Context: an optimization exercise on an open-source flow, tuned for small area and a short achievable clock period. The choices shown serve that exercise and are no tape-out recipe. The RTL was checked by simulation tests, not by an equivalence proof against the original design. Power figures rest on the tool's default switching activity, not on a simulated workload.

--- design/flow/design.v ---
module ELM_Mitchw6(
    input [15:0] x,
    input [15:0] y,
    output [31:0] p
    );
    wire [1:0] sign_factor;
    wire [16:0] PP_2;
    wire [14:0] PP_1;
    wire [27:0] PP_0;
    PP_2_gen High(
        .x1(x[15:13]),
        .y(y),
        .sign_factor(sign_factor[1]),
        .PP(PP_2)
        );
    PP_1_gen Middle(
        .x(x[13:0]),
        .y1(y[15:13]),
        .sign_factor(sign_factor[0]),
        .PP(PP_1)
        );
    PP_0_gen Low(
        .x0(x[13:0]),
        .y0(y[13:0]),
        .PP(PP_0)
        );
    PP_add Final(
        .sign_factor(sign_factor),
        .PP_2(PP_2),
        .PP_1(PP_1),
        .PP_0(PP_0),
        .p(p)
        );
endmodule
module PP_2_gen(
    input [2:0] x1,
    input [15:0] y,
    output sign_factor,
    output [16:0] PP
    );
    wire one, two, sign;
    code encode_block(
        .one(one),
        .two(two),
        .sign(sign),
        .y2(x1[2]),
        .y1(x1[1]),
        .y0(x1[0])
        );
    wire [16:0] tmp1_pp; 
    assign tmp1_pp = {y[15],y};  
    wire [17:0] out1;
    assign out1[0] = sign;
    genvar i;
    generate
        for ( i = 0; i < 17; i = i+1 )
            begin : pp_rad4_first 
            product pp_pr(tmp1_pp[i],out1[i],one,two,sign,PP[i],out1[i+1]);
            end
    endgenerate
    sgn_gen sign_gen(one,two,sign,sign_factor);
endmodule
module PP_1_gen(
    input [13:0] x,
    input [2:0] y1,
    output sign_factor,
    output [14:0] PP
    );
    wire one, two, sign;
    code encode_block(
        .one(one),
        .two(two),
        .sign(sign),
        .y2(y1[2]),
        .y1(y1[1]),
        .y0(y1[0])
        );
    wire [14:0] tmp1_pp; 
    assign tmp1_pp = {x[13],x};  
    wire [15:0] out1;
    assign out1[0] = sign;
    genvar i;
    generate
        for ( i = 0; i < 15; i = i+1 )
            begin : pp_rad4_first 
            product pp_pr(tmp1_pp[i],out1[i],one,two,sign,PP[i],out1[i+1]);
            end
    endgenerate
    sgn_gen sign_gen(one,two,sign,sign_factor);
endmodule   
module code(one,two,sign,y2,y1,y0);  
	input y2,y1,y0;                     
	output one,two,sign;                
	wire [1:0]k;                        
	xor x1(one,y0,y1);                  
	xor x2(k[1],y2,y1);                 
	not n1(k[0],one);                   
	and a1(two,k[0],k[1]);              
	assign sign=y2;                     
endmodule       
module product(x1,x0,one,two,sign,p,i);
	input x1,x0,sign,one,two;
	output p,i;
	wire [1:0] k;
	xor xo1(i,x1,sign);
	and a1(k[1],i,one);
	and a0(k[0],x0,two);
	or o1(p,k[1],k[0]);
endmodule
module sgn_gen(one,two,sign,sign_factor);
    input sign,one,two;
    output sign_factor;
    wire k;
    or o1(k,one,two);
    and a1(sign_factor,sign,k);
endmodule
module PP_0_gen(
    input signed [13:0] x0,
    input signed [13:0] y0,
    output signed [27:0] PP
    );
    wire [13:0] x0_abs;
    assign x0_abs = x0 ^ {14{x0[13]}};
    wire [13:0] k_x0;
    wire zero_x0;
    wire [13:0] x0_abs2;
	assign x0_abs2 = x0_abs;
    LOD14 lod_x0(
        .data_i(x0_abs),
        .zero_o(zero_x0),
        .data_o(k_x0));
    wire [3:0] k_x0_enc;
    PriorityEncoder_14v2 PE_x0(
        .data_i(k_x0),
        .code_o(k_x0_enc));
    wire [4:0] x_shift;
    LBarrel Lshift_x0(
        .data_i(x0_abs2),
        .shift_i(k_x0),
        .data_o(x_shift));
    wire [13:0] y0_abs;
    assign y0_abs = y0 ^ {14{y0[13]}};
    wire [13:0] k_y0;
    wire zero_y0;
    LOD14 lod_y0(
        .data_i(y0_abs),
        .zero_o(zero_y0),
        .data_o(k_y0));
	wire [13:0] y0_abs2;
	assign y0_abs2 = y0_abs;  
    wire [3:0] k_y0_enc;
    PriorityEncoder_14v2 PE_y0(
        .data_i(k_y0),
        .code_o(k_y0_enc));
    wire [4:0] y_shift;
    LBarrel Lshift_y0(
        .data_i(y0_abs2),
        .shift_i(k_y0),
        .data_o(y_shift));
    wire [9:0] x_log;
    wire [9:0] y_log;
    wire [9:0] p_log;
    assign x_log = {1'b0,k_x0_enc,x_shift};
    assign y_log = {1'b0,k_y0_enc,y_shift};
    assign p_log = x_log + y_log;
    wire [21:0] p_l1b;
    wire [5:0] l1_input;
    assign l1_input = {1'b1,p_log[4:0]};
    L1Barrel L1shift_plog(
        .data_i(l1_input),
        .shift_i(p_log[8:5]),
        .data_o(p_l1b));
    wire [10:0] p_low;
    wire not_k_l5 = ~p_log[9];
    assign p_low = p_l1b[15:5] & {11{not_k_l5}};
    wire [5:0] p_med;
    assign p_med = p_log[9] ? p_l1b[5:0] : p_l1b[21:16];
    wire [10:0] p_high;
    assign p_high = p_l1b[16:6] & {11{p_log[9]}};
    wire [27:0] PP_abs;
    assign PP_abs = {p_high,p_med,p_low};
    wire p_sign;
    wire [27:0] PP_temp;
    assign p_sign = x0[13] ^ y0[13];
    assign PP_temp = PP_abs ^ {28{p_sign}};
    wire notZeroA, notZeroB, notZeroD;
    assign notZeroA = ~zero_x0 | x0[13] | x0[0];
    assign notZeroB = ~zero_y0 | y0[13] | y0[0];
    assign notZeroD = notZeroA & notZeroB;
    assign PP = notZeroD? PP_temp : 28'b0;
endmodule
module LOD14(
    input [13:0] data_i,
    output zero_o,
    output [13:0] data_o
    );
	 wire [13:0] z;
	 wire [3:0] zdet;
	 wire [3:0] select;
	 assign zdet[3] = |(data_i[13:12]);
	 assign zdet[2] = |(data_i[11:8]);
	 assign zdet[1] = |(data_i[7:4]);
	 assign zdet[0] = |(data_i[3:0]);
	 assign zero_o = ~( zdet[0]  | zdet[1] );
	 LOD4 lod4_1 (
		.data_i(data_i[3:0]), 
		.data_o(z[3:0])
	 );
	  LOD4 lod4_2 (
            .data_i(data_i[7:4]), 
            .data_o(z[7:4])
         );
      LOD4 lod4_3 (
           .data_i(data_i[11:8]), 
           .data_o(z[11:8])
        );
	 LOD2 lod2_4 (
                .data_i(data_i[13:12]), 
                .data_o(z[13:12])
             );
	 	LOD4 lod4_5 (
                .data_i(zdet), 
                .data_o(select)
             );
	Muxes2in1Array2 Inst_MUX214_3 (
         .data_i(z[13:12]), 
         .select_i(select[3]), 
         .data_o(data_o[13:12])
     );
	Muxes2in1Array4 Inst_MUX214_2 (
        .data_i(z[11:8]), 
        .select_i(select[2]), 
        .data_o(data_o[11:8])
    );
	 Muxes2in1Array4 Inst_MUX214_1 (
        .data_i(z[7:4]), 
        .select_i(select[1]), 
        .data_o(data_o[7:4])
    );
	 Muxes2in1Array4 Inst_MUX214_0 (
		.data_i(z[3:0]), 
		.select_i(select[0]), 
		.data_o(data_o[3:0])
    );
endmodule
module LOD4(
    input [3:0] data_i,
    output [3:0] data_o
    );
	 wire mux0;
	 wire mux1;
	 wire mux2;
	 assign mux2 = (data_i[3]==1) ? 1'b0 : 1'b1;
	 assign mux1 = (data_i[2]==1) ? 1'b0 : mux2;
	 assign mux0 = (data_i[1]==1) ? 1'b0 : mux1;
	 assign data_o[3] = data_i[3];
	 assign data_o[2] =(mux2 & data_i[2]);
	 assign data_o[1] =(mux1 & data_i[1]);
	 assign data_o[0] =(mux0 & data_i[0]);
endmodule
module LOD2(
    input [1:0] data_i,
    output [1:0] data_o
    );
	 assign data_o[1] = data_i[1];
	 assign data_o[0] =(~data_i[1] & data_i[0]);
endmodule
module Muxes2in1Array4(
    input [3:0] data_i,
    input select_i,
    output [3:0] data_o
    );
	assign data_o[3] = select_i ? data_i[3] : 1'b0;
	assign data_o[2] = select_i ? data_i[2] : 1'b0;
	assign data_o[1] = select_i ? data_i[1] : 1'b0;
	assign data_o[0] = select_i ? data_i[0] : 1'b0;
endmodule
module Muxes2in1Array2(
    input [1:0] data_i,
    input select_i,
    output [1:0] data_o
    );
	assign data_o[1] = select_i ? data_i[1] : 1'b0;
	assign data_o[0] = select_i ? data_i[0] : 1'b0;
endmodule
module PriorityEncoder_14v2(
    input [13:0] data_i,
    output [3:0] code_o
    );
	wire tmp10, tmp20,tmp30,tmp40;
	assign tmp10 = ~(~(data_i[1] | data_i[3]) & ~data_i[5]);
	assign tmp20 = ~(~(data_i[7] | data_i[9]) & ~data_i[11]);
	assign code_o[0] = tmp10 | tmp20;
	assign tmp30 = ~(~(data_i[2] | data_i[3]) & ~data_i[6]);
	assign tmp40 = ~(~(data_i[7] | data_i[10]) & ~data_i[11]);
	assign code_o[1] = tmp30 | tmp40;
	wire [1:0] tmp50, tmp60;
	wire tmp70, tmp80;
	assign tmp50 = ~ (data_i[5:4] | data_i[7:6]);
	assign tmp70 = ~&(tmp50);
	assign code_o[2] = tmp70 | data_i[12];
	assign tmp60 = ~ (data_i[9:8] | data_i[11:10]);
	assign tmp80 = ~&(tmp60);
	assign code_o[3] = tmp80 | data_i[12];
endmodule
module LBarrel(
    input [13:0] data_i,
    input [13:0] shift_i,
    output [4:0] data_o);
	wire [11:0] tmp1_l;  
	wire [5:0] tmp2_l;	 
	wire [2:0] tmp3_l;	 
	assign tmp1_l = ~(data_i[11:0] & shift_i[12:1]);
	assign tmp2_l = ~(tmp1_l[11:6] & tmp1_l[5:0]);	
    assign tmp3_l = ~(tmp2_l[5:3] | tmp2_l[2:0]);
	assign data_o[4] = 	~&tmp3_l;
	wire [11:0] tmp1_r;
	wire [5:0] tmp2_r;
	wire [2:0] tmp3_r;
	assign tmp1_r[11] = 1'b1;
	assign tmp1_r[10:0] = ~(data_i[10:0] & shift_i[12:2]);
	assign tmp2_r = ~(tmp1_r[11:6] & tmp1_r[5:0]);	
    assign tmp3_r = ~(tmp2_r[5:3] | tmp2_r[2:0]);
	assign data_o[3] = 	~&tmp3_r;
	wire [11:0] tmp1_u;
	wire [5:0] tmp2_u;
	wire [2:0] tmp3_u;
	assign tmp1_u[11] = 1'b1;
	assign tmp1_u[10] = 1'b1;
	assign tmp1_u[9:0] = ~(data_i[9:0] & shift_i[12:3]);
	assign tmp2_u = ~(tmp1_u[11:6] & tmp1_u[5:0]);	
    assign tmp3_u = ~(tmp2_u[5:3] | tmp2_u[2:0]);
	assign data_o[2] = 	~&tmp3_u;
	wire [11:0] tmp1_d;
	wire [5:0] tmp2_d;
	wire [2:0] tmp3_d;
    assign tmp1_d[11] = 1'b1;
	assign tmp1_d[10] = 1'b1;
	assign tmp1_d[9] = 1'b1;
	assign tmp1_d[8:0] = ~(data_i[8:0] & shift_i[12:4]);
	assign tmp2_d = ~(tmp1_d[11:6] & tmp1_d[5:0]);	
    assign tmp3_d = ~(tmp2_d[5:3] | tmp2_d[2:0]);
	assign data_o[1] = 	~&tmp3_d;
	wire [11:0] tmp1_m;
	wire [5:0] tmp2_m;
	wire [2:0] tmp3_m;
    assign tmp1_m[11] = 1'b1;
	assign tmp1_m[10] = 1'b1;
	assign tmp1_m[9] = 1'b1;
	assign tmp1_m[8] = 1'b1;
	assign tmp1_m[7:0] = ~(data_i[7:0] & shift_i[12:5]);
	assign tmp2_m = ~(tmp1_m[11:6] & tmp1_m[5:0]);	
    assign tmp3_m = ~(tmp2_m[5:3] | tmp2_m[2:0]);
	assign data_o[0] = 	~&tmp3_m;
endmodule
module L1Barrel(
    input [5:0] data_i,
    input [3:0] shift_i,
    output reg [21:0] data_o);
    always @*
        case (shift_i)
           4'b0000: data_o = data_i;
           4'b0001: data_o = data_i << 1;
           4'b0010: data_o = data_i << 2;
           4'b0011: data_o = data_i << 3;
           4'b0100: data_o = data_i << 4;
           4'b0101: data_o = data_i << 5;
           4'b0110: data_o = data_i << 6;
           4'b0111: data_o = data_i << 7;
           4'b1000: data_o = data_i << 8;
           4'b1001: data_o = data_i << 9;
           4'b1010: data_o = data_i << 10;
           4'b1011: data_o = data_i << 11;
           4'b1100: data_o = data_i << 12;
           4'b1101: data_o = data_i << 13;
           4'b1110: data_o = data_i << 14;
           default: data_o = data_i << 15;
        endcase
endmodule
module PP_add(
    input [1:0] sign_factor,
    input [16:0] PP_2,
    input [14:0] PP_1,
    input [27:0] PP_0,
    output [31:0] p
    );
    wire [2:0] E_MSB;
    assign E_MSB[0] = ~ PP_0[27];
    assign E_MSB[1] = ~ PP_1[14];
    assign E_MSB[2] = ~ PP_2[16];
    wire [15:0] sum00_FA;
    wire [15:0] carry00_FA;
    wire [15:0] tmp001_FA;
    wire [15:0] tmp002_FA;
    wire [15:0] tmp003_FA;
    assign tmp001_FA = {E_MSB[0],PP_0[27],PP_0[27:14]};
    assign tmp002_FA = {E_MSB[1],PP_1};
    assign tmp003_FA = {PP_2[15:0]};
    genvar i001;
    generate
        for (i001 = 0; i001 < 16; i001 = i001 + 1)
            begin : pp_fad00
            FAd pp_fad(tmp001_FA[i001],tmp002_FA[i001], tmp003_FA[i001], carry00_FA[i001],sum00_FA[i001]);
            end
    endgenerate
    wire sum00_HA, carry00_HA;
    assign carry00_HA = PP_2[16];  
    assign sum00_HA = E_MSB[2];  
    wire [31:0] tmp1_add;
    wire [31:0] tmp2_add;
    assign tmp1_add = {E_MSB[2],sum00_HA,sum00_FA,PP_0[13:0]};
    assign tmp2_add = {carry00_HA,carry00_FA,sign_factor[1],{14{sign_factor[0]}}};
    assign p = tmp1_add + tmp2_add;
endmodule
module FAd(a,b,c,cy,sm);
	input a,b,c;
	output cy,sm;
	wire x,y,z;
	xor x1(x,a,b);
	xor x2(sm,x,c);
	and a1(y,a,b);
	and a2(z,x,c);
	or o1(cy,y,z);
endmodule 
module mult_top(
    input clk,
    input  [15:0] x,
    input  [15:0] y,
    output reg [31:0] p_out
    );
    wire [31:0] P_vec;
    reg [15:0] X_vec;
    reg [15:0] Y_vec;
    ELM_Mitchw6 mult(X_vec,Y_vec,P_vec); 
    always @(posedge clk) 
    begin
        p_out <= P_vec;
        X_vec <= x;
        Y_vec <= y;
    end
endmodule 
--- design/flow/run.sh ---
#!/bin/bash
# synth_recipe.tcl (not shown) runs the flow's synth.tcl, then flattens the netlist and writes it again
# the make line also repeats each setting of config.mk as NAME=value (left out here)
make -C /OpenROAD-flow-scripts/flow DESIGN_CONFIG=/design/flow/config.mk WORK_HOME=/design/flow/orfs CLKGATE_MAP_FILE= SYNTH_SCRIPT=/design/flow/synth_recipe.tcl finish
--- design/flow/config.mk ---
export PLATFORM = sky130hd
export DESIGN_NAME = mult_top
export DESIGN_NICKNAME = mult_top
export VERILOG_FILES = /design/flow/design.v
export SDC_FILE = /design/flow/constraint.sdc
export NUM_CORES = 4
export LEC_CHECK = 0
export CAP_MARGIN = 20
export CORE_MARGIN = 2
export CORE_UTILIZATION = 40
export SLEW_MARGIN = 20
--- design/flow/constraint.sdc ---
create_clock -name core_clock -period 7.0 [get_ports {clk}]
set_input_delay 1.4000 -clock core_clock [delete_from_list [all_inputs] [get_ports {clk}]]
set_output_delay 1.4000 -clock core_clock [all_outputs]
set_load 0.01 [all_outputs]
==> results.sh <==
export IMPL_p_int_uw=1942
export IMPL_synth_compound_area_share_pct=32.85
export IMPL_core_area_um2=20300
export IMPL_layout_nets=1362
export IMPL_die_width_um=147.9
export IMPL_die_h_um=147.9
export IMPL_ys_seq_elements=64
export IMPL_start_kind="flop"
export IMPL_gp_congestion=0.9371
export IMPL_ys_flop_type="dfxtp_1"
export IMPL_drt_iter0_drc=680
export IMPL_cp_top_family="compound AO/OA/AOI/OAI gates"
export IMPL_cp_data_required_time_ps=7240
export IMPL_synth_most_common_cell="nor2_1"
export IMPL_placementRows=52
export IMPL_numCtsBuffers=9
export IMPL_pre_cts_ws_ps=-71.85
export IMPL_crit_arrival_ps=6910
export IMPL_whs_ps=1097
export IMPL_status="no timing/DRC/antenna violations"
export IMPL_synthAdderAreaFrac_pct=10.39
export IMPL_ys_top_cells_by_area="dfxtp_1 15%, xnor2_1 6.2%, ha_1 6.0%"
export IMPL_cts_tree="built"
export IMPL_synth_common_cells="129 x nor2_1, 87 x a21oi_1, 78 x nand2_1"
export IMPL_cp_max_fo=6
export IMPL_maxCapViolations=0
export IMPL_power_switching_uw=1560
export IMPL_start_util_pct=40.83
export IMPL_slowest_stage="or3b_2"
export IMPL_via_count=9125
export IMPL_antenna_cells=0
export IMPL_yosysTopAreaCell="dfxtp_1"
export IMPL_clk_latency_ps=360
export IMPL_grt_pass1_vias=8162
export IMPL_clockPowerShare_pct=14.6
export IMPL_setup_violations=0
export IMPL_crit_buf_inv=5
export IMPL_yosys_warnings=2
export IMPL_synth_simple_area_share_pct=22.46
export IMPL_crit_top_cell="buf_4"
export IMPL_hold_buffers=0
export IMPL_worst_pin_slew_ps=996.1
export IMPL_first_pass_iters=5
export IMPL_worstSetupEndpointType="flop"
export IMPL_drive_gt1_share_pct=21.71
export IMPL_clk_pin_slew_ps=60
export IMPL_synthXorXnorAreaFrac_pct=7.397
export IMPL_numPortBuffers=64
export IMPL_pwr_density_cell_nw_per_um2=325.2
export IMPL_crit_type="flop to flop"
export IMPL_yosysSeqAreaShare_pct=15.46
export IMPL_synth_cell_types=87
export IMPL_antenna_found_initial=0
export IMPL_setup_ws_ps=325.7
export IMPL_layout_area_overhead_vs_synth_pct=29.95
export IMPL_syn_area_um2=8288
export IMPL_ant_nets=0
export IMPL_syn_nets=1242
export IMPL_root_buffer="clkbuf_16"
export IMPL_async_flop_share_pct=0
export IMPL_synth_top_family_by_area="compound AO/OA/AOI/OAI gates"
export IMPL_grt_usage_pct=23.33
export IMPL_p_sw_share_pct=44.55
export IMPL_clock_sinks=64
export IMPL_via_per_inst=5.902
export IMPL_synth_top_cell_area_share_pct=15.46
export IMPL_syn_instance_count=1151
export IMPL_drt_wl_total_um=26360
export IMPL_wl_per_cell_um=17.05
export IMPL_relSlewSlack_pct=33.11
export IMPL_post_route_period_util_pct=95.35
export IMPL_hpwl_um=19800
export IMPL_post_route_util_pct=53.06
export IMPL_grt_overflow=0
export IMPL_clock_skew_ps=17.02
export IMPL_seqPwrFrac_pct=14.7
export IMPL_fin_crit_ps=6674
export IMPL_clockBufferDepth=2
export IMPL_clock_tree_htree_level_count=3
export IMPL_leakage_uw=0.004229
export IMPL_hold_viol_final=0
export IMPL_syn_area_per_cell_um2=7.201
export IMPL_drc=0
export IMPL_slowest_delay_ps=460
export IMPL_fmax_mhz=149.8
export IMPL_hold_path_class="flop to flop"
export IMPL_combPwrFrac_pct=70.7
export IMPL_synth_edff_count=0
export IMPL_dieArea_um2=21890
export IMPL_muxShareOfSynthArea_pct=3.925
export IMPL_slew_violations=0
export IMPL_ir_drop_mv=0.1413
export IMPL_ios=65
export IMPL_grt_pass1_wl_um=41790
export IMPL_grt_max_degree=34
final timing paths:
path | slack (ps) | startpoint | endpoint | cells after the start
min reg2reg | 1100 | Y_vec[14]$_DFF_P_ | p_out[0]$_DFF_P_ | 3
min | 1100 | Y_vec[14]$_DFF_P_ | p_out[0]$_DFF_P_ | 3
max reg2reg | 330 | X_vec[13]$_DFF_P_ | p_out[31]$_DFF_P_ | 32
max | 330 | X_vec[13]$_DFF_P_ | p_out[31]$_DFF_P_ | 32
tightest hold or removal path: stages, from the launching register on:
cell	delay, ps
dfxtp_1	450
a21boi_1	200
buf_4	240
ha_1	160
registers in the layout, indices dropped and copies added (netlist names):
name   flops
p_out     32
Y_vec     16
X_vec     16
layer usage:
metal,routed length (um),GRT usage (%),part of all wire [%]
met5,0,0,0
met2,12200,36.95,46
met3,1333,3.858,5.1
met4,842,9.429,3.2
met1,11990,31.65,45
stage by stage:
step / area (um^2) / TNS, ps / total power [uW] / instances
after floorplan: 8288 / 0 / 1988 / 1151
after global placement: 9836 / -71.38 / 2734 / 1517
after detailed placement: 9843 / -195.5 / 2732 / 1518
after CTS: 10180 / 0 / 3270 / 1534
after global routing: 10770 / -287.2 / 3781 / 1546
final: 10770 / 0 / 3502 / 1546
logic make-up (layout without fill, tap and decap cells):
kind of cell	count (synthesis)	in the layout
AOI/OAI and AO/OA	394	394
and+or+nand+nor	379	379
buffers and inverters	154	279
xor gates and xnor gates	70	70
DFF	64	64
adders and majority gates	58	58
muxes	32	32
cell usage in the layout (no fill, tap or decap), drive strengths merged, types with 8 or more instances in the layout:
cell | netlist | layout
buf | 19 | 138
nand3 | 34 | 34
nand4 | 8 | 8
a21oi | 88 | 88
xnor2 | 59 | 59
o211ai | 9 | 9
nor2b | 19 | 19
a211oi | 43 | 43
nor2 | 130 | 130
mux2i | 28 | 28
dfxtp | 64 | 64
a21o | 15 | 15
clkdlybuf4s50 | 0 | 64
nor3 | 32 | 32
a31oi | 19 | 19
ha | 40 | 40
or3 | 8 | 8
o22ai | 15 | 15
o21ai | 71 | 71
and2 | 10 | 10
o2111ai | 8 | 8
a221oi | 14 | 14
inv | 60 | 61
nand2b | 11 | 11
xor2 | 11 | 11
fa | 18 | 18
nor4 | 17 | 17
nand2 | 80 | 80
o221ai | 14 | 14
clkbuf | 74 | 12
o21a | 13 | 13
o31ai | 11 | 11
a21boi | 11 | 11
cell type report:
class / instances / area (um^2)
Tap cell: 270 / 337.8
Fill cell: 1977 / 9529
Timing Repair Buffer: 202 / 1734
Multi-Input combinational cell: 933 / 6867
Clock buffer: 12 / 236.5
Sequential cell: 64 / 1289
Inverter: 61 / 229.0
Clock inverter: 4 / 77.57
repair_timing:
item,in CTS,in global routing
endpoints found under the hold margin,0,0
gates resized for setup,3,119
endpoints found under the setup margin,5,22
pin swaps,0,31
setup buffers,0,12
power by group through the flow:
stage	Sequential, uW	Combinational [uW]	Clock (uW)
after floorplan	554	1430	0
after global placement	522	2210	0
after detailed placement	521	2210	0
after CTS	513	2230	523
after global routing	523	2720	540
final	515	2480	512

-- re-timing with driven ports --
No port has a modelled driver above. Below, the same layout with a new extraction and two added sets of constraints. Step 1 assumes that a clkbuf_16 drives the clock port and a buf_2 every other input. Step 2 moves the port delays by t, midway between the first and last clock arrival at a register: inputs arrive t later, outputs are due t later. That takes back most of the time a late clock gives input paths. Slacks: no drivers / after step 1 / after step 2; pairs: no drivers / after step 1.
t (ns): 0.396
setup WS [ns]: 0.326 / 0.326 / 0.326
hold WS [ns]: 1.097 / 1.097 / 1.097
After both steps setup and hold are still met in this run. For this run, drivers alone change the setup slack by 0.000 ns; drivers and shift together by 0.000 ns.
